Context: an optimization exercise on an open-source flow, tuned for small area, a short achievable clock period and few clock cycles. The choices shown serve that exercise and are no tape-out recipe.
Only simulation tests tie the RTL to the original design; equivalence was not proved.
No activity file was given, so power comes from the tool's default toggle rates.

==> flow/design.v <==
module inst_decoder (
    input  [31:0] inst,
    output        is_r,       
    output        wr_reg,     
    output        use_imm,    
    output        sub,        
    output        ovf_s,      
    output        ovf_u,      
    output        ovf_su,     
    output        ovf_sub,    
    output        lw,
    output        sw,
    output [7:0]  res_sel,    
    output        br_eq,      
    output        br_ne,      
    output        br_gt,      
    output        br_le,      
    output        br_sext,    
    output        eof,
    output        use_rt      
);
wire [5:0] op = inst[31:26];
wire o_add  = (op == 6'd0);
wire o_sub  = (op == 6'd1);
wire o_addu = (op == 6'd2);
wire o_subu = (op == 6'd3);
wire o_addi = (op == 6'd4);
wire o_lw   = (op == 6'd5);
wire o_sw   = (op == 6'd6);
wire o_and  = (op == 6'd7);
wire o_or   = (op == 6'd8);
wire o_xor  = (op == 6'd9);
wire o_beq  = (op == 6'd10);
wire o_bne  = (op == 6'd11);
wire o_slt  = (op == 6'd12);
wire o_sll  = (op == 6'd13);
wire o_srl  = (op == 6'd14);
wire o_blt  = (op == 6'd15);
wire o_bge  = (op == 6'd16);
wire o_bltu = (op == 6'd17);
wire o_bgeu = (op == 6'd18);
wire o_eof  = (op == 6'd19);
assign is_r    = o_add | o_sub | o_addu | o_subu | o_and | o_or | o_xor | o_slt | o_sll | o_srl;
assign wr_reg  = is_r | o_addi;
assign use_imm = o_addi | o_lw | o_sw;
assign sub     = o_sub | o_subu | o_slt | o_blt | o_bge | o_bltu | o_bgeu;
assign ovf_s   = o_add | o_sub | o_addi;
assign ovf_u   = o_addu;
assign ovf_su  = o_subu;
assign ovf_sub = o_sub;
assign lw      = o_lw;
assign sw      = o_sw;
assign res_sel = {o_sw, o_srl, o_sll, o_slt, o_xor, o_or, o_and,
                  (o_add | o_sub | o_addu | o_subu | o_addi | o_lw)};
assign br_eq   = o_beq;
assign br_ne   = o_bne;
assign br_gt   = o_blt | o_bltu;
assign br_le   = o_bge | o_bgeu;
assign br_sext = o_blt | o_bge;
assign eof     = o_eof;
assign use_rt  = is_r | o_sw | o_beq | o_bne | o_blt | o_bge | o_bltu | o_bgeu;
endmodule
module registerFile (
    input             i_clk,
    input             i_rst_n,
    input             we,
    input      [4:0]  waddr,
    input      [31:0] wdata,
    input      [4:0]  raddr0,
    input             rden0,
    input      [4:0]  raddr1,
    input             rden1,
    output     [31:0] rdata0,
    output     [31:0] rdata1
);
reg  [31:0] vld;
wire [31:0] sel0, sel1;
wire [31:0] q [0:31];
genvar i;
generate
    for (i = 0; i < 32; i = i + 1) begin : g_reg
        reg [31:0] r;
        always @(posedge i_clk) begin
            if (we && waddr == i) r <= wdata;
        end
        assign q[i]    = r;
        assign sel0[i] = vld[i] & rden0 & (raddr0 == i);
        assign sel1[i] = vld[i] & rden1 & (raddr1 == i);
    end
endgenerate
always @(posedge i_clk or negedge i_rst_n) begin
    if (!i_rst_n)   vld <= 32'd0;
    else if (we)    vld[waddr] <= 1'b1;
end
reg [31:0] o0, o1;
integer k;
always @(*) begin
    o0 = 32'd0;
    o1 = 32'd0;
    for (k = 0; k < 32; k = k + 1) begin
        o0 = o0 | ({32{sel0[k]}} & q[k]);
        o1 = o1 | ({32{sel1[k]}} & q[k]);
    end
end
assign rdata0 = o0;
assign rdata1 = o1;
endmodule
module core #(
    parameter ADDR_W = 32,
    parameter INST_W = 32,
    parameter DATA_W = 32
)(
    input                   i_clk,
    input                   i_rst_n,
    output [ ADDR_W-1 : 0 ] o_i_addr,
    input  [ INST_W-1 : 0 ] i_i_inst,
    output                  o_d_we,
    output [ ADDR_W-1 : 0 ] o_d_addr,
    output [ DATA_W-1 : 0 ] o_d_wdata,
    input  [ DATA_W-1 : 0 ] i_d_rdata,
    output [        1 : 0 ] o_status,
    output                  o_status_valid
);
reg  [11:0] fa;          
reg  [11:0] pc_d;        
reg         vd;          
reg         ve;
reg  [31:0] a_d, b_d;    
reg  [15:0] imm_e;
reg  [4:0]  rd_e;
reg         is_r_e, wr_e, use_imm_e, sub_e, ovf_s_e, ovf_u_e, ovf_su_e, ovf_sub_e;
reg         lw_e, sw_e, eof_e;
reg  [7:0]  sel_e;
reg         br_eq_e, br_ne_e, br_gt_e, br_le_e;
reg  [11:0] tgt_e;
reg         ovf_t_e, ovf_nt_e;
reg         pref_e;      
reg         vm;          
reg         m_stop;      
reg         m_eof, m_ovf, m_is_r;
reg         m_we, m_ld;
reg  [4:0]  rd_m;
reg  [31:0] res_m;       
reg         d_we;
reg  [7:0]  d_addr;
reg         w_we, w_ld;
reg  [4:0]  rd_w;
reg  [31:0] res_w;
reg         halted;
reg         sv;
reg  [1:0]  st;
reg  [1:0]  fin_st;
wire [31:0] inst = i_i_inst;
wire [4:0]  rs = inst[25:21];
wire [4:0]  rt = inst[20:16];
wire [4:0]  rd = inst[15:11];
wire [15:0] im = inst[15:0];
wire d_is_r, d_wr, d_use_imm, d_sub, d_ovf_s, d_ovf_u, d_ovf_su, d_ovf_sub;
wire d_lw, d_sw, d_br_eq, d_br_ne, d_br_gt, d_br_le, d_br_sext, d_eof, d_use_rt;
wire [7:0] d_sel;
inst_decoder dec (
    .inst    (inst),
    .is_r    (d_is_r),
    .wr_reg  (d_wr),
    .use_imm (d_use_imm),
    .sub     (d_sub),
    .ovf_s   (d_ovf_s),
    .ovf_u   (d_ovf_u),
    .ovf_su  (d_ovf_su),
    .ovf_sub (d_ovf_sub),
    .lw      (d_lw),
    .sw      (d_sw),
    .res_sel (d_sel),
    .br_eq   (d_br_eq),
    .br_ne   (d_br_ne),
    .br_gt   (d_br_gt),
    .br_le   (d_br_le),
    .br_sext (d_br_sext),
    .eof     (d_eof),
    .use_rt  (d_use_rt)
);
wire [4:0] d_dst = d_is_r ? rd : rt;
wire        rf_we = w_we | w_ld;
wire [31:0] rf_wdata = w_ld ? i_d_rdata : res_w;
wire [31:0] rf_a, rf_b;
registerFile RF (
    .i_clk  (i_clk),
    .i_rst_n(i_rst_n),
    .we     (rf_we),
    .waddr  (rd_w),
    .wdata  (rf_wdata),
    .raddr0 (rs),
    .rden0  (1'b1),
    .raddr1 (rt),
    .rden1  (1'b1),
    .rdata0 (rf_a),
    .rdata1 (rf_b)
);
wire [31:0] alu_e;
wire        dae = ve & wr_e & (rd_e == rs);
wire        dbe = ve & wr_e & (rd_e == rt);
wire        dam = m_we & (rd_m == rs);
wire        dbm = m_we & (rd_m == rt);
wire        daw = rf_we & (rd_w == rs);
wire        dbw = rf_we & (rd_w == rt);
wire [31:0] a_mw = dam ? res_m : (daw ? rf_wdata : rf_a);
wire [31:0] b_mw = dbm ? res_m : (dbw ? rf_wdata : rf_b);
wire [31:0] a_rd = dae ? alu_e : a_mw;
wire [31:0] b_rd = dbe ? alu_e : b_mw;
wire hz_e = ve & lw_e & ((rd_e == rs) | (d_use_rt & (rd_e == rt)));
wire hz_m = m_ld & ((rd_m == rs) | (d_use_rt & (rd_m == rt)));
wire hz   = vd & (hz_e | hz_m);
wire [11:0] d_tgt;
wire        d_c12;
tgt_add tadd (.pc(pc_d), .off(im[11:0]), .tgt(d_tgt), .c12(d_c12));
wire        d_ovf_t = (d_br_sext & im[15]) ? ~(&im[15:12] & d_c12) : ((|im[15:12]) | d_c12);
wire        d_ovf_nt = &pc_d[11:2];
wire [31:0] a_e = a_d;
wire [31:0] b_e = b_d;
wire [31:0] imm_x = {{16{imm_e[15]}}, imm_e};
wire [31:0] y = use_imm_e ? imm_x : (sub_e ? ~b_e : b_e);
wire [31:0] s;
wire [31:0] cv;          
wire        c32;
ks_add #(.W(32)) adder (.a(a_e), .b(y), .cin(sub_e), .s(s), .c(cv), .cout(c32));
wire        b_zero = (b_e == 32'd0);
wire        b_min  = (b_e == 32'h80000000);
wire        ov_s = cv[31] ^ c32;
wire        ov_sub = b_min ? a_e[31] : ov_s;
wire [23:0] hx = a_e[31:8];
wire [23:0] hy = imm_x[31:8];
wire [23:0] hcin = {hx[22:0] | hy[22:0], cv[8]};
wire        mem_ovf = ~&((hx ^ hy) ~^ hcin);
wire        eq = (a_e == b_e);
wire        lt = s[31] ^ ov_s;
wire        gt = ~lt & ~eq;
wire        sh_big = |b_e[31:5];
reg  [31:0] a_rev, sh_rev;
integer j;
always @(*) begin
    for (j = 0; j < 32; j = j + 1) a_rev[j] = a_e[31-j];
end
wire [31:0] sh_in = sel_e[5] ? a_rev : a_e;
wire [31:0] sh    = sh_in >> b_e[4:0];
always @(*) begin
    for (j = 0; j < 32; j = j + 1) sh_rev[j] = sh[31-j];
end
wire [31:0] sll_r = sh_big ? 32'd0 : sh_rev;
wire [31:0] srl_r = sh_big ? 32'd0 : sh;
assign      alu_e = ({32{sel_e[0]}} & s)
                  | ({32{sel_e[1]}} & (a_e & b_e))
                  | ({32{sel_e[2]}} & (a_e | b_e))
                  | ({32{sel_e[3]}} & (a_e ^ b_e))
                  | ({32{sel_e[4]}} & {31'd0, lt})
                  | ({32{sel_e[5]}} & sll_r)
                  | ({32{sel_e[6]}} & srl_r)
                  | ({32{sel_e[7]}} & b_e);
wire ovf_e = (ovf_s_e & ~ovf_sub_e & ov_s)
           | (ovf_sub_e & ov_sub)
           | (ovf_u_e & c32)
           | (ovf_su_e & (~c32 | b_zero))
           | ((lw_e | sw_e) & mem_ovf);
wire is_br    = br_eq_e | br_ne_e | br_gt_e | br_le_e;
wire taken    = (br_eq_e & eq) | (br_ne_e & ~eq) | (br_gt_e & gt) | (br_le_e & ~gt);
wire br_ovf   = is_br & (taken ? ovf_t_e : ovf_nt_e);
wire e_br     = ve & is_br;
wire e_tk     = e_br & taken;
wire kill_e   = halted | (vm & m_stop);   
wire e_next   = vd & ~hz & ~e_tk;        
wire d_br     = d_br_eq | d_br_ne | d_br_gt | d_br_le;
wire d_pref   = vd & d_br & ~e_br;       
reg  [11:0] fa_n;
reg         vd_n;
always @(*) begin
    if (e_br & pref_e) begin
        if (taken) begin
            fa_n = fa + 12'd4;
            vd_n = 1'b1;
        end else begin
            fa_n = hz ? pc_d : pc_d + 12'd4;
            vd_n = 1'b0;
        end
    end else if (e_tk) begin
        fa_n = tgt_e;
        vd_n = 1'b0;
    end else if (hz) begin
        fa_n = pc_d;
        vd_n = 1'b0;
    end else if (d_pref) begin
        fa_n = d_tgt;
        vd_n = 1'b1;
    end else begin
        fa_n = fa + 12'd4;
        vd_n = 1'b1;
    end
end
assign o_i_addr  = {20'd0, fa};
assign o_d_we    = d_we;
assign o_d_addr  = {24'd0, d_addr};
assign o_d_wdata = res_m;
assign o_status  = st;
assign o_status_valid = sv;
always @(posedge i_clk or negedge i_rst_n) begin
    if (!i_rst_n) begin
        fa     <= 12'd0;
        vd     <= 1'b0;
        ve     <= 1'b0;
        vm     <= 1'b0;
        m_we   <= 1'b0;
        m_ld   <= 1'b0;
        w_we   <= 1'b0;
        w_ld   <= 1'b0;
        d_we   <= 1'b0;
        halted <= 1'b0;
        sv     <= 1'b0;
        st     <= 2'd0;
        fin_st <= 2'd0;
    end else begin
        fa   <= fa_n;
        vd   <= vd_n;
        ve   <= e_next;
        vm   <= ve & ~kill_e;
        m_we <= ve & wr_e;
        m_ld <= ve & lw_e;
        w_we <= m_we;
        w_ld <= m_ld;
        d_we <= ve & ~kill_e & sw_e & ~mem_ovf;
        halted <= kill_e;
        if (!halted) begin
            sv     <= vm;
            st     <= m_eof ? 2'd3 : (m_ovf ? 2'd2 : {1'b0, ~m_is_r});
            fin_st <= m_eof ? 2'd3 : 2'd2;
        end else begin
            sv     <= 1'b1;
            st     <= fin_st;
        end
    end
end
always @(posedge i_clk) begin
    pc_d      <= fa;
    a_d       <= a_rd;
    b_d       <= b_rd;
    imm_e     <= im;
    rd_e      <= d_dst;
    is_r_e    <= d_is_r;
    wr_e      <= d_wr;
    use_imm_e <= d_use_imm;
    sub_e     <= d_sub;
    ovf_s_e   <= d_ovf_s;
    ovf_u_e   <= d_ovf_u;
    ovf_su_e  <= d_ovf_su;
    ovf_sub_e <= d_ovf_sub;
    lw_e      <= d_lw;
    sw_e      <= d_sw;
    eof_e     <= d_eof;
    sel_e     <= d_sel;
    br_eq_e   <= d_br_eq;
    br_ne_e   <= d_br_ne;
    br_gt_e   <= d_br_gt;
    br_le_e   <= d_br_le;
    tgt_e     <= d_tgt;
    ovf_t_e   <= d_ovf_t;
    ovf_nt_e  <= d_ovf_nt;
    pref_e    <= d_pref;
    rd_m      <= rd_e;
    m_stop    <= eof_e | ovf_e | br_ovf;
    m_eof     <= eof_e;
    m_ovf     <= ovf_e;
    m_is_r    <= is_r_e;
    res_m     <= alu_e;
    d_addr    <= s[7:0];
    rd_w      <= rd_m;
    res_w     <= res_m;
end
endmodule
module ks_add #(
    parameter W = 32
)(
    input  [W-1:0] a,
    input  [W-1:0] b,
    input          cin,
    output [W-1:0] s,
    output [W-1:0] c,
    output         cout
);
wire [W-1:0] p0 = a ^ b;
wire [W-1:0] g0 = a & b;
reg  [W-1:0] g, p;
integer i, d;
always @(*) begin
    g = g0;
    p = p0;
    g[0] = g0[0] | (p0[0] & cin);
    for (d = 1; d < W; d = d * 2) begin
        for (i = W - 1; i >= d; i = i - 1) begin
            g[i] = g[i] | (p[i] & g[i - d]);
            p[i] = p[i] & p[i - d];
        end
    end
end
assign c    = {g[W-2:0], cin};
assign s    = p0 ^ c;
assign cout = g[W-1];
endmodule
module tgt_add (
    input  [11:0] pc,
    input  [11:0] off,
    output [11:0] tgt,
    output        c12
);
ks_add #(.W(12)) add (.a(pc), .b(off), .cin(1'b0), .s(tgt), .c(), .cout(c12));
endmodule
==> flow/flow/run.sh <==
#!/bin/bash
# Layout: the standard flow (standard.sh) with these changes:
#  - repair_timing aims at a setup slack of 7 ns on the 10 ns clock (a 3 ns
#    period), working on the worst path only (TNS_END_PERCENT 0), so the
#    achieved period is pushed down without upsizing every path;
#  - synthesis leaves adders to abc instead of mapping them to full/half
#    adder cells (ADDER_MAP_FILE empty);
#  - the branch-target adder module tgt_add is kept as its own module through
#    abc (then flattened as usual), so abc maps it for its own critical path
#    (it sits on a path from the i_i_inst input).
# Registers, their names and types are those of the standard synthesis.
cd "$(dirname "$0")/.."
export SETUP_SLACK_MARGIN=7
export TNS_END_PERCENT=0
export ADDER_MAP_FILE=
export SYNTH_KEEP_MODULES=tgt_add
bash standard.sh > standard.log 2>&1
==> flow/standard.sh <==
#!/bin/bash
# synth_recipe.tcl (not shown) runs the flow's synth.tcl, then flattens the netlist and writes it again
# the make line also repeats each setting of config.mk as NAME=value (left out here)
make -C /OpenROAD-flow-scripts/flow DESIGN_CONFIG=/design/flow/config.mk WORK_HOME=/design/flow/orfs CLKGATE_MAP_FILE= SYNTH_SCRIPT=/design/flow/synth_recipe.tcl "${@:-finish}"
==> flow/config.mk <==
export PLATFORM = sky130hd
export DESIGN_NAME = core
export DESIGN_NICKNAME = core
export VERILOG_FILES = /design/flow/design.v
export SDC_FILE = /design/flow/constraint.sdc
export NUM_CORES = 8
export LEC_CHECK = 0
export CAP_MARGIN = 20
export CORE_MARGIN = 2
export CORE_UTILIZATION = 35
export SLEW_MARGIN = 20
==> flow/constraint.sdc <==
create_clock -name core_clock -period 10.0 [get_ports {i_clk}]
set_input_delay 2.0000 -clock core_clock [delete_from_list [all_inputs] [get_ports {i_clk}]]
set_output_delay 2.0000 -clock core_clock [all_outputs]
set_load 0.01 [all_outputs]
==> results of run 1 <==
## layout by cell type, fill, tap and decap left out, types with 43 or more instances in the layout
master / count
buf_12: 47
and3_4: 43
a22o_1: 303
nand3_1: 112
o21ai_0: 72
a221oi_2: 62
a211oi_1: 81
a222oi_1: 63
clkbuf_16: 150
conb_1: 44
or2_2: 45
edfxtp_1: 1024
nand4_1: 117
mux2i_1: 106
dfrtp_1: 57
nor2_1: 132
buf_4: 253
xnor2_1: 77
nand2_1: 279
o22ai_1: 46
a221oi_1: 248
xor2_1: 95
dfxtp_1: 196
clkdlybuf4s50_1: 104
a22oi_1: 296
inv_1: 81
nor3_1: 51
a21oi_1: 192
## stage by stage
step	utilization (%)	std cells	hold slack, ns	worst slack, ns	total power [W]
2_1_floorplan	-	4959	0.3096	5.935	0.007959
3_3_place_gp	37.76	7092	0.3436	3.719	0.008883
3_5_place_dp	37.77	7093	0.3624	3.608	0.008908
4_1_cts	42.00	7431	0.3717	6.055	0.01422
5_1_grt	43.03	7538	0.3805	5.894	0.01480
6_report	43.05	7552	0.3654	5.828	0.01446
## final cells by class
type	count	area (um2)	share of cell area, %
multi-input cells	3096	24060	32.54
inverters	85	331.6	0.4485
well taps	2310	2890	3.909
clock buffers	178	3759	5.084
clock inverters	72	804.5	1.088
repair buffers	491	5393	7.294
flip-flops and latches	1302	36650	49.57
diodes	18	45.04	0.06093
## state kept, by name (all words and copies together), names as in the netlist, 7 cells and up
name and count:
res_w 32, pc_d 12, RF.vld 32, a_d 32
imm_e 16, tgt_e 12, fa 12, d_addr 8
b_d 32, RF.g.r 1024, sel_e 7, res_m 32
## power by group through the flow
stage                     combinational [W]  clock, W  sequential, W
after floorplan                     0.00149         0        0.00646
after global placement              0.00223         0        0.00665
after detailed placement            0.00225         0        0.00665
after CTS                           0.00240   0.00526        0.00656
after global routing                0.00272   0.00548        0.00661
final                               0.00258   0.00529        0.00659
## metal layers
| metal | track usage (%) | vias to the layer above | wire [um] |
|---|---|---|---|
| met5 | 0 | - | 274 |
| met4 | 24.06 | 18 | 34760 |
| met3 | 16.40 | 2236 | 55160 |
| met2 | 47.63 | 6262 | 121900 |
| met1 | 40.00 | 25930 | 100700 |
| li1 | - | 20120 | - |
## cell families (layout without fill, tap and decap cells)
logic type | count (synthesis) | count (layout) | synth area share [%]
buffers and inverters | 565 | 826 | 3.920
other | 1 | 62 | 0.006190
adders and majority gates | 21 | 21 | 0.3593
AOI/OAI and AO/OA | 1586 | 1586 | 20.19
xor gates and xnor gates | 194 | 194 | 2.916
DFF | 1302 | 1302 | 60.42
and+or+nand+nor | 1071 | 1075 | 8.843
muxes | 176 | 176 | 3.348
## synthesized netlist by cell type, drive strengths merged, types with 102 or more instances
| cell type | number | area, um2 |
|---|---|---|
| nand4 | 117 | 732.0 |
| xor2 | 102 | 930.9 |
| a221oi | 311 | 2724 |
| dfxtp | 220 | 4404 |
| edfxtp | 1024 | 30750 |
| nand3 | 126 | 630.6 |
| nand2 | 280 | 1051 |
| nor2 | 176 | 660.6 |
| a22o | 304 | 2663 |
| buf | 118 | 696.9 |
| a21oi | 204 | 1051 |
| clkbuf | 362 | 1359 |
| a211oi | 108 | 815.8 |
| a22oi | 297 | 2235 |
| mux2i | 125 | 1251 |
## modules after synthesis, one instance, submodules excluded
| module | times used | cells | flops+latches |
|---|---|---|---|
| tgt_add | 1 | 69 | 0 |
| core | 1 | 4847 | 1302 |
## worst max-delay path by stage
stage	startpoint	to	depth (start not counted)
detailed placement	i_i_inst[25]	fa[2]	10
CTS	sub_e	fa[11]	17
finish	i_i_inst[18]	b_d[17]	11
global route	i_i_inst[21]	a_d[23]	13
global placement	i_i_inst[25]	fa[1]	11
floorplan	i_i_inst[4]	fa[8]	11
## worst register-to-register path: cells and delay by family, from the launching register on
kind	cells	cell delay, ns
AOI/OAI and AO/OA	7	1.72
xor gates and xnor gates	1	0.20
adders and majority gates	3	1.19
buffers and inverters	2	0.31
DFF	1	0.39
and+or+nand+nor	1	0.08
## repair_timing
item	4_1_cts	5_1_grt
gates cloned	12	11
resized for setup	439	165
buffers inserted	76	91
endpoints found under the hold margin	0	0
setup endpoints to repair	1578	1622
hold buffers	0	0
pin swaps	48	81
==> summary.txt, run 1 <==
first-pass GRT wire length=412100 um; Layout area overhead=22.03%; # rows=152; DR vias/cell=7.226; switching pwr=0.004290 W; DRC violations left=0; Chip Width=420.0 um; Worst setup SP type=primary input; critical path's slowest cell=and3_4; P_int=0.01017 W; Setup Crit Path Kind=in -> reg; Syn Area/Cell=12.32 um2; critical path peak fanout=22; Hold Path Class=reg -> reg; GP Congestion=1.012; LEAKAGE=25.61 nW; via count of the first global-routing pass=49910; synthesized area=60580 um2; Worst-Skew Late Latency=0.83 ns; CTS tree=yes; antenna violations before repair=21; reg-to-reg slack, setup=6.04 ns; max incr delay on CP=0.51 ns; core area=171700 um2; IO Count=166; r2r endpoint=a_d[25]; Hold Crit Start=eof_e; Design Area, Final=73930 um2; layout cells sized above 1=21.29%; Period Utilization, post-route=41.72%; Post-DRT Antenna Nets=0; Initial DRC Count=11840; worst path required time=10.73 ns; min Tclk post-route=4.172 ns; placed cell area=64860 um2; peak supply drop=0.1847 mV; critical path, cell by cell=buf_6 > nor3_1 > and3_4 > buf_6 > a22o_1 > a221oi_1 > nand4_1 > nor4_2 > a211oi_1 > a211oi_1 > a21oi_1; number of synthesized flops with an enable pin=1024; Distinct cells, synth=89; RSZ-0062 raised after global routing=true; DR WL/cell=41.43 um; Longest Clk Path Bufs=3; Least-Margin Pin Slew=1.256 ns; Warnings, synthesis=4; pwr dens=195.6 nW/um2; synthesized netlist cell count=4916; Comb pwr share=17.9%; GRT Total Usage=33.80%; Sw Share=29.67%; Flop pwr share=45.6%; Total Wirelength=312900 um; max-cap viol count=0; hpwl dp=175300 um; Seq/Total Area, Yosys=60.42%; clock root cell=clkbuf_16; crit path buf inv count=2; filler instances=15440; CP Capture Type=flop; Synth Register Bits=1302; Worst Reg-to-Reg Cells=14; # port buffers=121; CTS buffer count=139; Sink Count=1302; crit path DAT=4.90 ns; fin. max-slew vios=0; Clock transition at path regs=0.07 ns; Top FF cell, synth=edfxtp_1; Reg-to-Reg Start=sub_e; run status=finished clean; DR vias=54570; Max Freq=239.7 MHz; Fin Setup TNS=0 ns; largest net degree at the start of global routing=64; hold path depth=0; delay-heaviest family, CP=simple AND/OR/NAND/NOR gates; Die ar.=176400 um2; DRT Pass-1 Iters=14; Fin Clk Skew=0.06628 ns; Final Hold Violating Endpoints=0; Hold EP=m_eof; setup violators final=0; clock group share of total power=36.6%; gr ovfl total=0; Async S/R FF share, synth=4.455%; die height=420.0 um; normalized max-slew margin=16.28%; Nets=5181; Starting Density=35.28%; H-tree depth=4
Testbench counts, summed over its fixed seeds: cycles 164,830.
==> run 2, diff against run 1 <==
--- a/flow/design.v
+++ b/flow/design.v
@@ -43,7 +43,7 @@
 assign is_r    = o_add | o_sub | o_addu | o_subu | o_and | o_or | o_xor | o_slt | o_sll | o_srl;
 assign wr_reg  = is_r | o_addi;
 assign use_imm = o_addi | o_lw | o_sw;
-assign sub     = o_sub | o_subu | o_slt | o_blt | o_bge | o_bltu | o_bgeu;
+assign sub     = o_sub | o_subu;
 assign ovf_s   = o_add | o_sub | o_addi;
 assign ovf_u   = o_addu;
 assign ovf_su  = o_subu;
@@ -232,21 +232,13 @@
 wire [23:0] hcin = {hx[22:0] | hy[22:0], cv[8]};
 wire        mem_ovf = ~&((hx ^ hy) ~^ hcin);
 wire        eq = (a_e == b_e);
-wire        lt = s[31] ^ ov_s;
-wire        gt = ~lt & ~eq;
+wire        gt;
+ks_add #(.W(32)) cmp (.a({~a_e[31], a_e[30:0]}), .b({b_e[31], ~b_e[30:0]}), .cin(1'b0),
+                      .s(), .c(), .cout(gt));
+wire        lt = ~gt & ~eq;
 wire        sh_big = |b_e[31:5];
-reg  [31:0] a_rev, sh_rev;
-integer j;
-always @(*) begin
-    for (j = 0; j < 32; j = j + 1) a_rev[j] = a_e[31-j];
-end
-wire [31:0] sh_in = sel_e[5] ? a_rev : a_e;
-wire [31:0] sh    = sh_in >> b_e[4:0];
-always @(*) begin
-    for (j = 0; j < 32; j = j + 1) sh_rev[j] = sh[31-j];
-end
-wire [31:0] sll_r = sh_big ? 32'd0 : sh_rev;
-wire [31:0] srl_r = sh_big ? 32'd0 : sh;
+wire [31:0] sll_r = sh_big ? 32'd0 : (a_e << b_e[4:0]);
+wire [31:0] srl_r = sh_big ? 32'd0 : (a_e >> b_e[4:0]);
 assign      alu_e = ({32{sel_e[0]}} & s)
                   | ({32{sel_e[1]}} & (a_e & b_e))
                   | ({32{sel_e[2]}} & (a_e | b_e))
==> run 2 against run 1 <==
Count of clock-buffer cells in the layout did not move. Synthesized cell count up 1.3%. Largest cell class unchanged. Sequential power hardly changed. Sequential share of layout area is 0.083 points higher. Maximum frequency rose by 6.6%. Largest power group unchanged. Critical endpoint is now b_d[14]. Clock skew is 0.018 ns lower. Worst setup slack improved by 0.26 ns. Cell area hardly changed. Routed wire length up 3.8%. Utilization fell by 0.50 points. Die area rose by 1.1%.
==> summary.txt, run 2 <==
run status=finished clean; normalized max-slew margin=10.80%; CTS tree=yes; LEAKAGE=25.40 nW; crit path DAT=4.56 ns; DRC violations left=0; DR top layer=met5; setup violators final=0; Nets=5181; Async S/R FF share, synth=4.455%; min Tclk post-route=3.913 ns; Top FF cell, synth=edfxtp_1; Initial DRC Count=11870; synthesized area=61280 um2; via count of the first global-routing pass=50250; share of the synthesized area in the top cell type=50.18%; Fin Setup TNS=0 ns; Worst-Skew Late Latency=0.84 ns; Worst Reg-to-Reg Cells=11; max-cap viol count=0; Largest register FFs=1024; Chip Width=422.4 um; # rows=153; CP Capture Type=flop; Critical path origin=i_i_inst[16]; gr ovfl total=0; Starting Density=35.25%; reg-to-reg slack, setup=6.21 ns; DRT Pass-1 Iters=14; Layout area overhead=20.70%; most frequent cells after synthesis=edfxtp_1, a221oi_1, a22o_1, clkbuf_1, a21oi_1; Max Freq=255.5 MHz; antenna violations before repair=23; die height=422.4 um; synthesized netlist cell count=4981; Post-DRT Antenna Nets=0; hpwl dp=162500 um; most common cell after layout, fill and taps aside=edfxtp_1; top post-synthesis cells by area=edfxtp_1, a221oi_1, a22o_1, dfxtp_1, clkbuf_1; number of synthesized flops with an enable pin=1024; Reg-to-Reg Start=a_d[21]; wl on met1=103500 um; peak supply drop=0.1890 mV; DR WL/cell=42.90 um; Sink Count=1302; routed wl met3=57710 um; Final Hold Violating Endpoints=0; clock root cell=clkbuf_16; Warnings, synthesis=4; largest net degree at the start of global routing=65; Distinct cells, synth=92; Setup Crit Path Kind=in -> reg; Seq/Total Area, Yosys=59.73%; layout cells sized above 1=19.71%; total power=0.01446 W; commonest non-fill, non-tap cells in the layout=edfxtp_1, a22o_1, a221oi_1; core area=173800 um2; Longest Clk Path Bufs=3; Fin Clk Skew=0.04835 ns; IO Count=166; Hold Path Class=reg -> reg; critical path peak fanout=27; H-tree depth=4; Synth Register Bits=1302; WL met2=125300 um; r2r endpoint=b_d[0]; # port buffers=121; CTS buffer count=136; worst path required time=10.65 ns; Die ar.=178400 um2; DR vias=55700; GP Congestion=0.9903; Period Utilization, post-route=39.13%; GRT Total Usage=34.58%; fin. max-slew vios=0; Clock transition at path regs=0.06 ns; Yosys top cell by area=edfxtp_1; Critical Path End=b_d[14]; most common cell in the synthesized netlist=edfxtp_1; register bank with the most flops=RF.g.r; first-pass GRT wire length=427300 um; Total Wirelength=324700 um; Worst setup SP type=primary input; pwr dens=195.5 nW/um2; RSZ-0062 raised after global routing=true; Least-Margin Pin Slew=1.301 ns; Syn Area/Cell=12.30 um2; DR vias/cell=7.360
==> run 2: changes by cell type after synthesis, moves of 31 or more <==
cell	previous run	this run
o21ai_0	78	132
nand2_1	280	194
nor4_1	55	24
a22o_1	304	504
a222oi_1	63	0
a221oi_1	311	514
clkbuf_1	362	397
a21oi_1	200	232
nor2_1	176	219
a22oi_1	296	25
nand3_1	126	34
==> run 2: worst min path at each step <==
stage,startpoint,end,slack (ns),depth (start not counted)
finish,is_r_e,m_is_r,0.33,0
global route,is_r_e,m_is_r,0.34,0
CTS,is_r_e,m_is_r,0.33,0
detailed placement,is_r_e,m_is_r,0.31,0
global placement,is_r_e,m_is_r,0.31,0
floorplan,is_r_e,m_is_r,0.31,0
==> run 2: final cells by class <==
cell class	count	area, um2
sequential	1302	36730
timing repair inverter	1	5.005
multi-input combinational	3127	24150
clock buffer	178	3796
timing repair buffer	453	5214
fill	15800	99860
antenna	17	42.54
tap	2325	2909
inverter	94	360.3
clock inverter	71	757.0
==> run 2: layer usage <==
metal / track usage, % / up-vias
met4: 27.74 / 32
li1: - / 20340
met1: 39.66 / 26570
met2: 47.51 / 6452
met5: 1.129 / -
met3: 18.32 / 2302
==> run 2: metrics by stage <==
step / setup slack [ns] / cells / area (um2) / hold slack (ns) / util [%]
floorplan: 5.954 / 5024 / 61640 / 0.3096 / -
global placement: 3.793 / 7107 / 64970 / 0.3148 / 37.38
detailed placement: 3.790 / 7107 / 64980 / 0.3121 / 37.39
CTS: 6.353 / 7488 / 72600 / 0.3256 / 41.77
global route: 6.141 / 7554 / 73930 / 0.3373 / 42.53
finish: 6.087 / 7568 / 73960 / 0.3265 / 42.55
==> run 2: worst max-delay path: stages <==
cell      delay, ns
buf_6          0.15
and3_2         0.23
and3_4         0.23
buf_12         0.18
a22o_1         0.32
a221oi_1       0.29
nand4_1        0.15
nor3_1         0.42
a211oi_1       0.18
a21oi_1        0.15
o21ai_0        0.08
==> run 2: cell families after synthesis <==
logic type	Yosys count	share of synthesized area, %
mux	150	2.832
other cells	1	0.006119
fa+ha+maj	47	0.7820
simple gates	964	8.012
flops	1302	59.73
compound gates	1722	21.75
buf+inv	603	4.069
xor+xnor	192	2.812
==> run 2: per-module statistics from Yosys (local to each module, per instance) <==
module / cells / cell area, um2
tgt_add: 69 / 483.0
core: 4912 / 60800
==> run 2: power breakdown <==
group          internal (W)  switching [W]  leakage, nW
Sequential          0.00616       0.000417         12.0
Combinational      0.000970        0.00163         11.2
Clock               0.00300        0.00228         2.21
==> run 2: what timing repair did <==
action | CTS | global route
buffers inserted | 113 | 54
pin swaps | 93 | 86
resized for setup | 549 | 136
hold buffers | 0 | 0
setup endpoints to repair | 1860 | 1982
hold endpoints to repair | 0 | 0
gates cloned | 19 | 9
Testbench counts of run 2, summed over its fixed seeds: cycles 164,830.
==> run 3, diff against run 2 <==
--- a/flow/flow/run.sh
+++ b/flow/flow/run.sh
@@ -7,11 +7,14 @@
 #    adder cells (ADDER_MAP_FILE empty);
 #  - the branch-target adder module tgt_add is kept as its own module through
 #    abc (then flattened as usual), so abc maps it for its own critical path
-#    (it sits on a path from the i_i_inst input).
+#    (it sits on a path from the i_i_inst input);
+#  - every port still gets its buffer, but a buf_4 instead of the delay cell
+#    buffer_ports picks by default.
 # Registers, their names and types are those of the standard synthesis.
 cd "$(dirname "$0")/.."
 export SETUP_SLACK_MARGIN=7
 export TNS_END_PERCENT=0
 export ADDER_MAP_FILE=
 export SYNTH_KEEP_MODULES=tgt_add
+export BUFFER_PORTS_ARGS="-buffer_cell sky130_fd_sc_hd__buf_4"
 bash standard.sh > standard.log 2>&1
--- a/flow/config.mk
+++ b/flow/config.mk
@@ -7,5 +7,5 @@
 export LEC_CHECK = 0
 export CAP_MARGIN = 20
 export CORE_MARGIN = 2
-export CORE_UTILIZATION = 35
+export CORE_UTILIZATION = 40
 export SLEW_MARGIN = 20
==> run 3 against run 2 <==
Global-route usage grew 5.4 points. Non-clock buffer count increased by 70. Sequential power barely moved. Combinational power grew 7%. Largest cell class unchanged. Highest routed layer unchanged.
==> summary.txt, run 3 <==
run status=finished clean; simple-gate portion of the synthesized area=8.012%; gr ovfl total=0; Fin Clk Skew=0.04737 ns; fin. max-slew vios=0; Hold Crit Start=is_r_e; Reg-to-Reg Start=a_d[21]; Place WS=4.497 ns; filler instances=13030; number of synthesized flops with an enable pin=1024; Syn Area/Cell=12.30 um2; Chip Width=395.4 um; largest net degree at the start of global routing=65; Clock transition at path regs=0.06 ns; # port buffers=121; Synth Register Bits=1302; reg-to-reg slack, setup=6.22 ns; IO Count=166; normalized max-slew margin=16.56%; Synth Area in Adders=0.7820%; Least-Margin Pin Slew=1.217 ns; Non-Filler Instances=7344; synthesized netlist cell count=4981; share of the synthesized area in the top cell type=50.18%; crit path DAT=4.53 ns; clock group share of total power=35.9%; Sw Share=30.88%; Distinct cells, synth=92; critical path's slowest cell=and3_4; most common cell after layout, fill and taps aside=edfxtp_1; register bank with the most flops=RF.g.r; Worst setup SP type=primary input; area occupied by multi-input gates=24830 um2; top post-synthesis cells by area=edfxtp_1, a221oi_1, a22o_1, dfxtp_1, clkbuf_1; Warnings, synthesis=4; Flop pwr share=45.0%; Period Utilization, post-route=37.82%; LEAKAGE=25.96 nW; Nets=5248; Yosys top cell by area=edfxtp_1; fin util=49.15%; setup violators final=0; H-tree depth=4; Longest Clk Path Bufs=3; max incr delay on CP=0.45 ns; Largest register FFs=1024; Initial DRC Count=12310; Starting Density=40.29%; min Tclk post-route=3.782 ns; Final WS setup=6.218 ns; Worst Reg-to-Reg Cells=11; pwr dens=194.9 nW/um2; hpwl dp=177900 um; commonest non-fill, non-tap cells in the layout=edfxtp_1, a22o_1, a221oi_1; P_int=0.01007 W; GRT Total Usage=39.97%; first-pass GRT wire length=430600 um; main combinational cell family by area after synthesis=compound AO/OA/AOI/OAI gates; Synth Area in XOR/XNOR=2.812%; Hold EP=m_is_r; worst path required time=10.74 ns; # rows=143; via count of the first global-routing pass=51220; clock root cell=clkbuf_16; DRC violations left=0; core area=152100 um2; layout cells sized above 1=24.11%; CTS tree=yes; Hold Path Class=reg -> reg; post-synthesis compound-gate area fraction=21.75%; GP Congestion=1.044; DR WL/cell=44.70 um; total power=0.01457 W; Critical path origin=i_i_inst[16]; Comb pwr share=19.1%; DR vias/cell=7.672; Fin Setup TNS=0 ns; RSZ-0062 raised after global routing=true; Die ar.=156300 um2; Seq/Total Area, Yosys=59.73%; Post-DRT Antenna Nets=0; Top FF cell, synth=edfxtp_1; Layout area overhead=21.99%; max-cap viol count=0; Final Hold Violating Endpoints=0; Placed Cells=6832; most frequent cells after synthesis=edfxtp_1, a221oi_1, a22o_1, clkbuf_1, a21oi_1; CP Capture Type=flop; Total Wirelength=328300 um; most common cell in the synthesized netlist=edfxtp_1; Setup Crit Path Kind=in -> reg; antenna violations before repair=16; mux cell area share after synthesis=2.832%; critical path, cell by cell=buf_8 > nor3b_4 > and3_4 > buf_6 > a22o_1 > a221oi_1 > nand4_1 > nor3_2 > a211oi_2 > a211oi_1 > a21oi_1; r2r endpoint=b_d[0]; critical path peak fanout=20; peak supply drop=0.2115 mV; Worst-Skew Late Latency=0.85 ns; Sink Count=1302; register area=36660 um2; synthesized area=61280 um2; DR vias=56340; Async S/R FF share, synth=4.455%; die height=395.4 um; hold path depth=0; CTS buffer count=138; DRT Pass-1 Iters=15; switching pwr=0.004498 W; Max Freq=264.4 MHz
run 3: cell counts after synthesis:
No cell type changed its count.
run 3: per-layer routing:
metal,GRT usage [%],share of wire [%]
met1,45.89,31
met2,55.21,39
met3,21.05,18
met4,31.58,11
met5,2.001,0.38
run 3: area by class of cell:
cell class / instances / share of cell area, %
flip-flops and latches: 1302 / 49.04
multi-input cells: 3123 / 33.21
repair buffers: 523 / 7.679
clock buffers: 175 / 4.998
inverters: 94 / 0.4854
clock inverters: 79 / 1.123
diodes: 18 / 0.06026
well taps: 2030 / 3.398
run 3: cell families after synthesis:
group,Yosys count
mux,150
simple gates,964
fa+ha+maj,47
buf+inv,603
xor+xnor,192
compound gates,1722
flops,1302
other cells,1
run 3: critical path, delay by kind of cell:
kind	cells	cell delay (ns)
AOI/OAI and AO/OA	5	0.89
buffers and inverters	2	0.60
and+or+nand+nor	4	0.97
run 3: Yosys stat by module, one instance, submodules excluded:
module	cells inside	flip-flops and latches
core	4912	1302
tgt_add	69	0
run 3: worst max path at each step:
stage                     cells after the start      end
after floorplan                              12    fa[8]
after detailed placement                     11   a_d[8]
after global placement                       11   a_d[8]
final                                        11  b_d[25]
after CTS                                    13  b_d[29]
after global routing                         11   b_d[9]
run 3: stage by stage:
stage | instance area, um2 | hold WS, ns
finish | 74750 | 0.3323
floorplan | 61640 | 0.3096
detailed placement | 64450 | 0.3171
global placement | 64450 | 0.3182
global route | 74720 | 0.3411
CTS | 72790 | 0.3317
run 3: timing repair:
action                                  in CTS  in global routing
pin swaps                                  114                114
gates resized for setup                    446                229
hold buffers                                 0                  0
endpoints found under the setup margin     546               1292
gates cloned                                12                 11
setup buffers                              157                 60
run 3: power groups by stage:
| stage | Combinational [W] | Clock [W] | Sequential [W] |
|---|---|---|---|
| after detailed placement | 0.00239 | 0 | 0.00663 |
| after global placement | 0.00238 | 0 | 0.00663 |
| after floorplan | 0.00159 | 0 | 0.00643 |
| after CTS | 0.00255 | 0.00519 | 0.00653 |
| after global routing | 0.00290 | 0.00541 | 0.00657 |
| final | 0.00279 | 0.00523 | 0.00655 |
==> run 4, diff against run 3 <==
--- a/flow/flow/run.sh
+++ b/flow/flow/run.sh
@@ -9,8 +9,7 @@
 #    abc (then flattened as usual), so abc maps it for its own critical path
 #    (it sits on a path from the i_i_inst input);
 #  - every port still gets its buffer, but a buf_4 instead of the delay cell
-#    buffer_ports picks by default.
-# Registers, their names and types are those of the standard synthesis.
+#    buffer_ports picks by default;
 cd "$(dirname "$0")/.."
 export SETUP_SLACK_MARGIN=7
 export TNS_END_PERCENT=0
--- a/flow/config.mk
+++ b/flow/config.mk
@@ -7,5 +7,6 @@
 export LEC_CHECK = 0
 export CAP_MARGIN = 20
 export CORE_MARGIN = 2
-export CORE_UTILIZATION = 40
+export CORE_UTILIZATION = 45
+export CTS_BUF_LIST = sky130_fd_sc_hd__clkbuf_8
 export SLEW_MARGIN = 20
==> run 4 against run 3 <==
First-iteration DRC count decreased by 6.4%. Die area decreased by 11%. Clock skew increased by 0.021 ns. Still clean on timing, DRC and antenna. Sequential share of layout area increased by 1.8 points. Worst hold slack improved by 0.0036 ns. Cell area decreased by 3.6%.
==> summary.txt, run 4 <==
first-pass GRT wire length=414800 um; CP Capture Type=flop; CTS buffer count=209; Largest register FFs=1024; Sw Share=31.73%; LEAKAGE=25.14 nW; Distinct cells, synth=92; clock group share of total power=34.4%; min Tclk post-route=3.879 ns; CTS tree=yes; GP Congestion=1.049; Fin Setup TNS=0 ns; Die ar.=139100 um2; Warnings, synthesis=4; Worst-Skew Late Latency=1.05 ns; Clock transition at path regs=0.07 ns; Nets=5223; DR vias/cell=7.710; P_int=0.009640 W; Final Hold Violating Endpoints=0; most common cell in the synthesized netlist=edfxtp_1; Seq/Total Area, Yosys=59.73%; switching pwr=0.004480 W; filler instances=11320; Max Freq=257.8 MHz; synthesized netlist cell count=4981; DR vias=54960; clock root cell=clkbuf_8; Hold Path Class=reg -> reg; top post-synthesis cells by area=edfxtp_1, a221oi_1, a22o_1, dfxtp_1, clkbuf_1; die height=373.0 um; Comb pwr share=18.9%; Yosys top cell by area=edfxtp_1; Initial DRC Count=11520; RSZ-0062 raised after global routing=true; DRT Pass-1 Iters=21; Least-Margin Pin Slew=1.369 ns; Period Utilization, post-route=38.79%; synthesized area=61280 um2; most common cell after layout, fill and taps aside=edfxtp_1; commonest non-fill, non-tap cells in the layout=edfxtp_1, a22o_1, a221oi_1; Layout area overhead=17.57%; hold slack final=0.3359 ns; Chip Width=373.0 um; DR WL/cell=43.83 um; Post-DRT Antenna Nets=0; antenna violations before repair=9; share of the synthesized area in the top cell type=50.18%; peak supply drop=0.1390 mV; Setup Crit Path Kind=in -> reg; max-cap viol count=0; Synth Register Bits=1302; pwr dens=196.0 nW/um2; core area=135300 um2; GRT Total Usage=42.89%; via count of the first global-routing pass=50560; normalized max-slew margin=6.118%; Worst setup SP type=primary input; DRC violations left=0; hpwl dp=176400 um; crit path DAT=4.83 ns; # rows=135; Flop pwr share=46.7%; fin. max-slew vios=0; run status=finished clean; IO Count=166; H-tree depth=4; # port buffers=121; Starting Density=45.29%; register bank with the most flops=RF.g.r; critical path peak fanout=24; setup violators final=0; number of synthesized flops with an enable pin=1024; Syn Area/Cell=12.30 um2; Total Wirelength=312400 um; most frequent cells after synthesis=edfxtp_1, a221oi_1, a22o_1, clkbuf_1, a21oi_1; Async S/R FF share, synth=4.455%; Fin Clk Skew=0.06818 ns; Sink Count=1302; gr ovfl total=0; Hold-fix buffers, CTS=0; Top FF cell, synth=edfxtp_1; Longest Clk Path Bufs=3; layout cells sized above 1=21.71%; worst path required time=10.95 ns; largest net degree at the start of global routing=65
-- run 4: cell types whose count changed in the layout (fill, tap and decap cells not counted), sizes merged --
cell	delta
clkinv	+46
buf	-85
bufbuf	-7
inv	+41
diode	-9
clkbuf	+44
bufinv	+9
clkinvlp	-4
nor2	-1
nor2b	-1
-- run 4: worst paths after layout --
path	start	to	slack [ns]	cells after the start
min reg2reg	is_r_e	m_is_r	0.34	0
max in group asynchronous	i_rst_n	fa[10]	8.10	2
min in group asynchronous	i_rst_n	RF.vld[13]	0.83	1
max reg2reg	w_ld	RF.g_reg[22].r[26]	6.21	3
min	is_r_e	m_is_r	0.34	0
max	i_i_inst[23]	a_d[8]	6.12	11
-- run 4: cell families after synthesis --
group	count (synthesis)	share of synthesized area [%]
AOI/OAI and AO/OA	1722	21.75
DFF	1302	59.73
and+or+nand+nor	964	8.012
buffers and inverters	603	4.069
xor gates and xnor gates	192	2.812
muxes	150	2.832
adders and majority gates	47	0.7820
other	1	0.006119
-- run 4: power by group through the flow --
stage	clock network (W)	registers (W)	logic, W
floorplan	0	0.00643	0.00159
global placement	0	0.00666	0.00233
detailed placement	0	0.00666	0.00234
CTS	0.00483	0.00655	0.00245
global route	0.00507	0.00660	0.00278
finish	0.00486	0.00659	0.00267
-- run 4: stage by stage --
| stage | instances | cell area (um2) | utilization [%] | power [W] | worst slack (ns) |
|---|---|---|---|---|---|
| 2_1_floorplan | 5024 | 61640 | - | 0.008015 | 5.954 |
| 3_3_place_gp | 6568 | 64030 | 47.33 | 0.008990 | 4.448 |
| 3_5_place_dp | 6569 | 64050 | 47.34 | 0.008996 | 4.472 |
| 4_1_cts | 7019 | 70010 | 51.74 | 0.01384 | 6.282 |
| 5_1_grt | 7121 | 72030 | 53.24 | 0.01446 | 6.175 |
| 6_report | 7128 | 72050 | 53.25 | 0.01412 | 6.121 |
-- run 4: per-module statistics from Yosys (local to each module, per instance) --
| module | copies in the design | area, um2 | cells |
|---|---|---|---|
| tgt_add | 1 | 483.0 | 69 |
| core | 1 | 60800 | 4912 |
-- run 4: metal layers --
metal | wire [um] | vias up | global-route usage, %
met5 | 188 | - | 0.2096
met4 | 33230 | 16 | 30.36
met3 | 54550 | 2158 | 21.48
met2 | 124800 | 6167 | 61.32
met1 | 99650 | 26200 | 49.77
li1 | - | 20420 | -
-- run 4: critical path: stages --
cell	delay [ns]
buf_4	0.20
nor3b_2	0.36
and3_2	0.54
buf_8	0.44
a22o_1	0.21
a221oi_1	0.05
nand4_1	0.15
nor3_2	0.07
a211oi_2	0.47
a211oi_1	0.11
a21oi_1	0.16
-- run 4: final cells by class --
class                           instances  area [um2]  share of cell area (%)
Clock buffer                          221        3042                   4.222
Antenna cell                            9       22.52                 0.03126
Sequential cell                      1302       36660                   50.88
Clock inverter                        171        1261                   1.751
Inverter                               94       366.6                  0.5088
Multi-Input combinational cell       3121       24270                   33.69
Tap cell                             1781        2228                   3.093
Timing Repair Buffer                  429        4195                   5.823
-- run 4: what timing repair did --
action                     in CTS  in global routing
pin swaps                      30                 87
gates resized for setup       254                246
setup buffers                  55                 92
gates cloned                    3                  8
setup endpoints to repair    1528               1576
==> run 5, diff against run 4 <==
--- a/flow/config.mk
+++ b/flow/config.mk
@@ -7,6 +7,6 @@
 export LEC_CHECK = 0
 export CAP_MARGIN = 20
 export CORE_MARGIN = 2
-export CORE_UTILIZATION = 45
+export CORE_UTILIZATION = 40
 export CTS_BUF_LIST = sky130_fd_sc_hd__clkbuf_8
 export SLEW_MARGIN = 20
==> run 5 against run 4 <==
Critical path depth grew 1. Clock skew is 0.0090 ns lower. Final cell count rose by 4.6%. Via count grew 2.3%. Sequential share of layout area is 1.0 points lower.
==> summary.txt, run 5 <==
total power=0.01411 W; # port buffers=121; most common cell in the synthesized netlist=edfxtp_1; Chip Width=395.4 um; normalized max-slew margin=15.41%; antenna violations before repair=18; Setup Crit Path Kind=in -> reg; max-cap viol count=0; Least-Margin Pin Slew=1.234 ns; Synth Area in XOR/XNOR=2.812%; main combinational cell family by area after synthesis=compound AO/OA/AOI/OAI gates; CP Capture Type=flop; filler instances=13280; Syn Area/Cell=12.30 um2; most common cell after layout, fill and taps aside=edfxtp_1; Fin Clk Skew=0.05914 ns; DR WL/cell=43.31 um; mux cell area share after synthesis=2.832%; Starting Density=40.29%; register bank with the most flops=RF.g.r; DRC violations left=0; reg-to-reg slack, setup=6.35 ns; GRT Total Usage=39.34%; Largest register FFs=1024; Die ar.=156300 um2; Async S/R FF share, synth=4.455%; Fin Setup TNS=0 ns; top post-synthesis cells by area=edfxtp_1, a221oi_1, a22o_1, dfxtp_1, clkbuf_1; H-tree depth=4; die height=395.4 um; Hold Crit Start=is_r_e; Post-DRT Antenna Nets=0; layout cells sized above 1=24.64%; Seq/Total Area, Yosys=59.73%; Layout area overhead=20.18%; run status=finished clean; setup violators final=0; DR vias=56200; Total Wirelength=323000 um; Final Hold Violating Endpoints=0; Nets=5306; via count of the first global-routing pass=51190; Hold Path Class=reg -> reg; Longest Clk Path Bufs=3; CTS tree=yes; Worst setup SP type=primary input; Synth Register Bits=1302; Clock transition at path regs=0.06 ns; Top FF cell, synth=edfxtp_1; core area=152100 um2; peak supply drop=0.1593 mV; largest net degree at the start of global routing=65; fin. max-slew vios=0; Synth Area in Adders=0.7820%; Worst-Skew Late Latency=1.01 ns; Hold-fix buffers, CTS=0; commonest non-fill, non-tap cells in the layout=edfxtp_1, a22o_1, a221oi_1; Worst Reg-to-Reg Cells=11; Yosys top cell by area=edfxtp_1; # rows=143; simple-gate portion of the synthesized area=8.012%; Hold EP=m_is_r; Sink Count=1302; Initial DRC Count=12210; Distinct cells, synth=92; Period Utilization, post-route=36.97%; RSZ-0062 raised after global routing=true; hpwl dp=177900 um; DRT Pass-1 Iters=17; LEAKAGE=25.76 nW; share of the synthesized area in the top cell type=50.18%; crit path DAT=4.60 ns; gr ovfl total=0; DR vias/cell=7.536; number of synthesized flops with an enable pin=1024; GP Congestion=1.044; worst path required time=10.91 ns; CTS buffer count=206; most frequent cells after synthesis=edfxtp_1, a221oi_1, a22o_1, clkbuf_1, a21oi_1; synthesized area=61280 um2; pwr dens=191.5 nW/um2; Reg-to-Reg Start=b_d[2]; Warnings, synthesis=4; critical path peak fanout=8; hold path depth=0; clock root cell=clkbuf_8; Max Freq=270.5 MHz; synthesized netlist cell count=4981; min Tclk post-route=3.697 ns; IO Count=166; first-pass GRT wire length=425300 um; post-synthesis compound-gate area fraction=21.75%; r2r endpoint=b_d[0]
## run 5: how the worst max path moves through the flow
stage	startpoint	endpoint	cells after the start
finish	i_i_inst[20]	b_d[21]	12
global route	i_i_inst[22]	a_d[10]	12
CTS	fa[5]	o_i_addr[5]	1
detailed placement	i_i_inst[25]	a_d[8]	11
global placement	i_i_inst[25]	a_d[8]	11
floorplan	i_i_inst[4]	fa[8]	12
## run 5: kinds of logic (layout without fill, tap and decap cells)
family | after synthesis | in the layout
other cells | 1 | 57
compound gates | 1722 | 1722
flops | 1302 | 1302
fa+ha+maj | 47 | 47
xor+xnor | 192 | 192
simple gates | 964 | 967
buf+inv | 603 | 991
mux | 150 | 150
## run 5: metal layers
layer	vias to the layer above	routed length (um)	track usage (%)
met5	-	767	0
met3	2261	58500	20.61
li1	20600	-	-
met1	26760	102500	46.01
met4	35	34800	28.67
met2	6545	126400	54.75
## run 5: metrics by stage
step / setup slack [ns] / std cells / instance area [um2] / utilization (%) / hold WS [ns]
2_1_floorplan: 5.954 / 5024 / 61640 / - / 0.3096
3_3_place_gp: 4.510 / 6832 / 64450 / 42.38 / 0.3182
3_5_place_dp: 4.497 / 6832 / 64450 / 42.38 / 0.3171
4_1_cts: 6.383 / 7299 / 70650 / 46.45 / 0.3318
5_1_grt: 6.341 / 7449 / 73620 / 48.41 / 0.3416
6_report: 6.303 / 7458 / 73640 / 48.42 / 0.3324
## run 5: final cells by class
cell class	count	area (um2)	share of cell area, %
sequential	1302	36730	49.87
multi-input combinational	3122	24600	33.41
timing repair buffer	514	5215	7.081
clock buffer	221	3042	4.130
tap	2030	2540	3.449
clock inverter	162	1121	1.522
inverter	94	362.8	0.4927
antenna	13	32.53	0.04417
## run 5: worst max-delay path: stages
cell and delay (ns):
buf_6 0.15, nor2b_4 0.32, and4_4 0.48, buf_4 0.29, buf_4 0.29, a22o_1 0.21
a221oi_1 0.06, nand4_1 0.19, nor3_2 0.09, a211oi_1 0.27, a211oi_2 0.08, a21oi_1 0.16
## run 5: what timing repair did
action                                  4_1_cts  5_1_grt
setup buffers                                80      133
endpoints found under the setup margin      814     1469
pin swaps                                    47      125
gates cloned                                  4       12
gates resized for setup                     317      346
## run 5: power breakdown
group          total, W  internal [W]  switching (W)
Combinational   0.00286       0.00107        0.00179
Sequential      0.00655       0.00616       0.000383
Clock           0.00470       0.00240        0.00230
Total            0.0141       0.00963        0.00447
## run 5: modules after synthesis, one instance, submodules excluded
module,copies in the design,flip-flops and latches,cells,area [um2]
core,1,1302,4912,60800
tgt_add,1,0,69,483.0
==> run 6, diff against run 5 <==
--- a/flow/design.v
+++ b/flow/design.v
@@ -136,8 +136,9 @@
 reg         ovf_t_e, ovf_nt_e;
 reg         pref_e;      
 reg         vm;          
-reg         m_stop;      
-reg         m_eof, m_ovf, m_is_r;
+reg         m_eof, m_is_r, m_brovf;
+reg         m_fs, m_fsub, m_fu, m_fsu, m_fmem;
+reg         m_ovs, m_c32, m_bmin, m_bzero, m_a31, m_memovf;
 reg         m_we, m_ld;
 reg  [4:0]  rd_m;
 reg  [31:0] res_m;       
@@ -203,10 +204,16 @@
 wire        dbm = m_we & (rd_m == rt);
 wire        daw = rf_we & (rd_w == rs);
 wire        dbw = rf_we & (rd_w == rt);
-wire [31:0] a_mw = dam ? res_m : (daw ? rf_wdata : rf_a);
-wire [31:0] b_mw = dbm ? res_m : (dbw ? rf_wdata : rf_b);
-wire [31:0] a_rd = dae ? alu_e : a_mw;
-wire [31:0] b_rd = dbe ? alu_e : b_mw;
+wire        sa_m = ~dae & dam;
+wire        sa_w = ~dae & ~dam & daw;
+wire        sa_r = ~dae & ~dam & ~daw;
+wire        sb_m = ~dbe & dbm;
+wire        sb_w = ~dbe & ~dbm & dbw;
+wire        sb_r = ~dbe & ~dbm & ~dbw;
+wire [31:0] a_rd = ({32{dae}} & alu_e) | ({32{sa_m}} & res_m) | ({32{sa_w}} & rf_wdata)
+                 | ({32{sa_r}} & rf_a);
+wire [31:0] b_rd = ({32{dbe}} & alu_e) | ({32{sb_m}} & res_m) | ({32{sb_w}} & rf_wdata)
+                 | ({32{sb_r}} & rf_b);
 wire hz_e = ve & lw_e & ((rd_e == rs) | (d_use_rt & (rd_e == rt)));
 wire hz_m = m_ld & ((rd_m == rs) | (d_use_rt & (rd_m == rt)));
 wire hz   = vd & (hz_e | hz_m);
@@ -226,7 +233,6 @@
 wire        b_zero = (b_e == 32'd0);
 wire        b_min  = (b_e == 32'h80000000);
 wire        ov_s = cv[31] ^ c32;
-wire        ov_sub = b_min ? a_e[31] : ov_s;
 wire [23:0] hx = a_e[31:8];
 wire [23:0] hy = imm_x[31:8];
 wire [23:0] hcin = {hx[22:0] | hy[22:0], cv[8]};
@@ -247,16 +253,17 @@
                   | ({32{sel_e[5]}} & sll_r)
                   | ({32{sel_e[6]}} & srl_r)
                   | ({32{sel_e[7]}} & b_e);
-wire ovf_e = (ovf_s_e & ~ovf_sub_e & ov_s)
-           | (ovf_sub_e & ov_sub)
-           | (ovf_u_e & c32)
-           | (ovf_su_e & (~c32 | b_zero))
-           | ((lw_e | sw_e) & mem_ovf);
 wire is_br    = br_eq_e | br_ne_e | br_gt_e | br_le_e;
 wire taken    = (br_eq_e & eq) | (br_ne_e & ~eq) | (br_gt_e & gt) | (br_le_e & ~gt);
 wire br_ovf   = is_br & (taken ? ovf_t_e : ovf_nt_e);
 wire e_br     = ve & is_br;
 wire e_tk     = e_br & taken;
+wire m_ovf    = (m_fs & m_ovs)
+              | (m_fsub & (m_bmin ? m_a31 : m_ovs))
+              | (m_fu & m_c32)
+              | (m_fsu & (~m_c32 | m_bzero))
+              | (m_fmem & m_memovf);
+wire m_stop   = m_eof | m_ovf | m_brovf;
 wire kill_e   = halted | (vm & m_stop);   
 wire e_next   = vd & ~hz & ~e_tk;        
 wire d_br     = d_br_eq | d_br_ne | d_br_gt | d_br_le;
@@ -355,9 +362,19 @@
     ovf_nt_e  <= d_ovf_nt;
     pref_e    <= d_pref;
     rd_m      <= rd_e;
-    m_stop    <= eof_e | ovf_e | br_ovf;
     m_eof     <= eof_e;
-    m_ovf     <= ovf_e;
+    m_brovf   <= br_ovf;
+    m_fs      <= ovf_s_e & ~ovf_sub_e;
+    m_fsub    <= ovf_sub_e;
+    m_fu      <= ovf_u_e;
+    m_fsu     <= ovf_su_e;
+    m_fmem    <= lw_e | sw_e;
+    m_ovs     <= ov_s;
+    m_c32     <= c32;
+    m_bmin    <= b_min;
+    m_bzero   <= b_zero;
+    m_a31     <= a_e[31];
+    m_memovf  <= mem_ovf;
     m_is_r    <= is_r_e;
     res_m     <= alu_e;
     d_addr    <= s[7:0];
==> run 6 against run 5 <==
Still clean on timing, DRC and antenna. First-iteration DRC count down 7.6%. Sequential cell count up 10. Maximum frequency down 2.1%. Worst hold slack worse by 0.0056 ns. Sequential share of layout area up 1.7 points. Area after synthesis up 0.34%. Cell area down 2.8%. Synthesized cell count up 1.4%. Sequential power about the same. Final cell count down 1.4%.
==> summary.txt, run 6 <==
# port buffers=121; Clock transition at path regs=0.06 ns; max-cap viol count=0; antenna violations before repair=13; CTS tree=yes; GP Congestion=1.055; crit path DAT=4.60 ns; Setup Crit Path Kind=in -> reg; Fin Clk Skew=0.08345 ns; via count of the first global-routing pass=50120; switching pwr=0.004343 W; Post-DRT Antenna Nets=0; top post-synthesis cells by area=edfxtp_1, dfxtp_1, a22oi_1, a221oi_1, a22o_1; fin util=46.99%; Sink Count=1312; Distinct cells, synth=91; Hold-fix buffers, CTS=0; register area=36920 um2; Total Wirelength=298800 um; DR WL/cell=40.61 um; normalized max-slew margin=20.40%; Syn Area/Cell=12.17 um2; GRT Total Usage=36.36%; Worst setup SP type=primary input; most common cell in the synthesized netlist=edfxtp_1; DRT Pass-1 Iters=15; CTS buffer count=205; # rows=143; Worst-Skew Late Latency=0.97 ns; filler instances=13540; Synth Register Bits=1312; RSZ-0062 raised after global routing=true; fin. max-slew vios=0; Sw Share=31.36%; share of the synthesized area in the top cell type=50.01%; largest net degree at the start of global routing=77; IO Count=166; Chip Width=396.1 um; clock group share of total power=33.2%; Hold Path Class=reg -> reg; most frequent cells after synthesis=edfxtp_1, a22oi_1, clkbuf_1, a221oi_1, a22o_1; Max Freq=264.8 MHz; hold slack final=0.3268 ns; worst path required time=10.83 ns; synthesized netlist cell count=5053; Yosys top cell by area=edfxtp_1; Async S/R FF share, synth=4.421%; area occupied by multi-input gates=24230 um2; run status=finished clean; Die ar.=156900 um2; synthesized area=61490 um2; pwr dens=193.6 nW/um2; Largest register FFs=1024; Non-Filler Instances=7357; first-pass GRT wire length=399700 um; Initial DRC Count=11280; Warnings, synthesis=4; CP Capture Type=flop; H-tree depth=4; gr ovfl total=0; number of synthesized flops with an enable pin=1024; Least-Margin Pin Slew=1.183 ns; Flop pwr share=47.3%; Starting Density=40.38%; peak supply drop=0.1483 mV; commonest non-fill, non-tap cells in the layout=edfxtp_1, a22oi_1, a22o_1; DR vias/cell=7.366; critical path peak fanout=32; Placed Cells=6889; DR vias=54190; placed cell area=64470 um2; setup violators final=0; clock root cell=clkbuf_8; most common cell after layout, fill and taps aside=edfxtp_1; Final Hold Violating Endpoints=0; register bank with the most flops=RF.g.r; core area=152300 um2; hpwl dp=168100 um; LEAKAGE=24.62 nW; Design Area, Final=71550 um2; Longest Clk Path Bufs=3; die height=396.1 um; Nets=5211; min Tclk post-route=3.777 ns; Top FF cell, synth=edfxtp_1; Fin Setup TNS=0 ns; DRC violations left=0; Comb pwr share=19.5%; Seq/Total Area, Yosys=59.86%; P_int=0.009506 W; Layout area overhead=16.36%; Period Utilization, post-route=37.77%; layout cells sized above 1=20.46%
-- run 6: changes by cell type in the layout (fill, tap and decap cells not counted), sizes merged, moves of 31 or more --
cell    delta
buf      -165
nand3     +78
a22o     -247
a221oi   -242
a22oi    +537
a211oi    -73
a21oi     -76
o211ai    +31
o221ai    +32
-- run 6: layer usage --
metal	part of all wire (%)	GRT usage [%]	vias to the layer above
met1	33	43.61	25920
met5	0.16	0.9236	-
met3	17	16.65	1973
met4	9.4	23.72	25
li1	-	-	20420
met2	41	52.34	5857
-- run 6: cells by family (layout without fill, tap and decap cells) --
group	Yosys count	in the layout	share of synthesized area, %
xor gates and xnor gates	191	191	2.721
buffers and inverters	586	803	3.978
and+or+nand+nor	1082	1086	8.943
other	1	53	0.006099
muxes	169	169	3.337
AOI/OAI and AO/OA	1674	1675	20.53
adders and majority gates	38	38	0.6288
DFF	1312	1312	59.86
-- run 6: critical path: stages --
cell and delay, ns:
buf_4 0.17, and3b_1 0.27, and3_2 0.26, buf_12 0.20, a22o_1 0.25, a221oi_1 0.25, nand3_1 0.21, nor3_4 0.49
nor2_1 0.10, a211oi_2 0.21, o21ai_1 0.09
-- run 6: power by group through the flow --
stage          logic, W  clock network, W  registers, W
3_3_place_gp    0.00232                 0       0.00663
2_1_floorplan   0.00157                 0       0.00646
6_report        0.00271           0.00460       0.00654
5_1_grt         0.00284           0.00484       0.00656
3_5_place_dp    0.00234                 0       0.00663
4_1_cts         0.00251           0.00460       0.00652
-- run 6: final cells by class --
class,count,share of cell area [%]
multi-input combinational,3203,33.87
antenna,9,0.03148
clock inverter,163,1.562
timing repair buffer,340,4.757
clock buffer,217,4.174
tap,2030,3.550
sequential,1312,51.61
timing repair inverter,1,0.01049
inverter,82,0.4389
-- run 6: what timing repair did --
item	4_1_cts	5_1_grt
buffers inserted	34	31
endpoints found under the setup margin	1196	1220
gates resized for setup	310	201
pin swaps	30	63
cloned	6	4
-- run 6: modules after synthesis, one instance, submodules excluded --
module / cells inside / area [um2] / copies in the design / flip-flops and latches
core: 4984 / 61000 / 1 / 1312
tgt_add: 69 / 483.0 / 1 / 0
-- run 6: worst paths after layout --
path | start | to | slack, ns | depth (start not counted)
max | i_i_inst[22] | a_d[29] | 6.22 | 11
min | ovf_u_e | m_fu | 0.33 | 0
max reg2reg | a_d[18] | fa[0] | 6.41 | 12
min reg2reg | ovf_u_e | m_fu | 0.33 | 0
max in group asynchronous | i_rst_n | w_ld | 8.23 | 1
min in group asynchronous | i_rst_n | fa[8] | 1.14 | 1
-- run 6: through the flow --
| stage | worst slack [ns] | power [W] |
|---|---|---|
| 2_1_floorplan | 5.965 | 0.008028 |
| 3_3_place_gp | 4.794 | 0.008958 |
| 3_5_place_dp | 4.762 | 0.008972 |
| 4_1_cts | 6.436 | 0.01363 |
| 5_1_grt | 6.220 | 0.01424 |
| 6_report | 6.223 | 0.01385 |
Testbench counts of run 6, summed over its fixed seeds: cycles 164,830.

[what the ideal ports hide]
No port has a modelled driver above. Below, the same layouts with a new extraction and two added sets of constraints.
Step 1 sets driving cells, clkbuf_16 on the clock port and buf_2 on the other inputs (assumed; they add their load-dependent delay and slew).
Step 2 moves the port delays by t, midway between the first and last clock arrival at a register: inputs arrive t later, outputs are due t later. That takes back most of the time a late clock gives input paths.
a / b / c = ideal ports / drivers / drivers and shift; a / b = the first two.
run | shift t [ns] | setup WS [ns] | hold WS [ns]
run 1 | 0.881 | 5.828 / 5.871 / 4.990 | 0.365 / 0.365 / 0.365
run 2 | 0.897 | 6.087 / 6.128 / 5.231 | 0.326 / 0.326 / 0.326
run 3 | 0.912 | 6.218 / 6.223 / 5.326 | 0.332 / 0.332 / 0.332
run 4 | 1.087 | 6.121 / 6.172 / 5.085 | 0.336 / 0.336 / 0.336
run 5 | 1.067 | 6.303 / 6.340 / 5.283 | 0.332 / 0.332 / 0.332
run 6 | 1.011 | 6.223 / 6.242 / 5.230 | 0.327 / 0.327 / 0.327
After both steps every run listed still meets setup and hold. The setup slack of run 4, which loses most, moves by +0.051 ns with the drivers and by -1.036 ns with both steps.
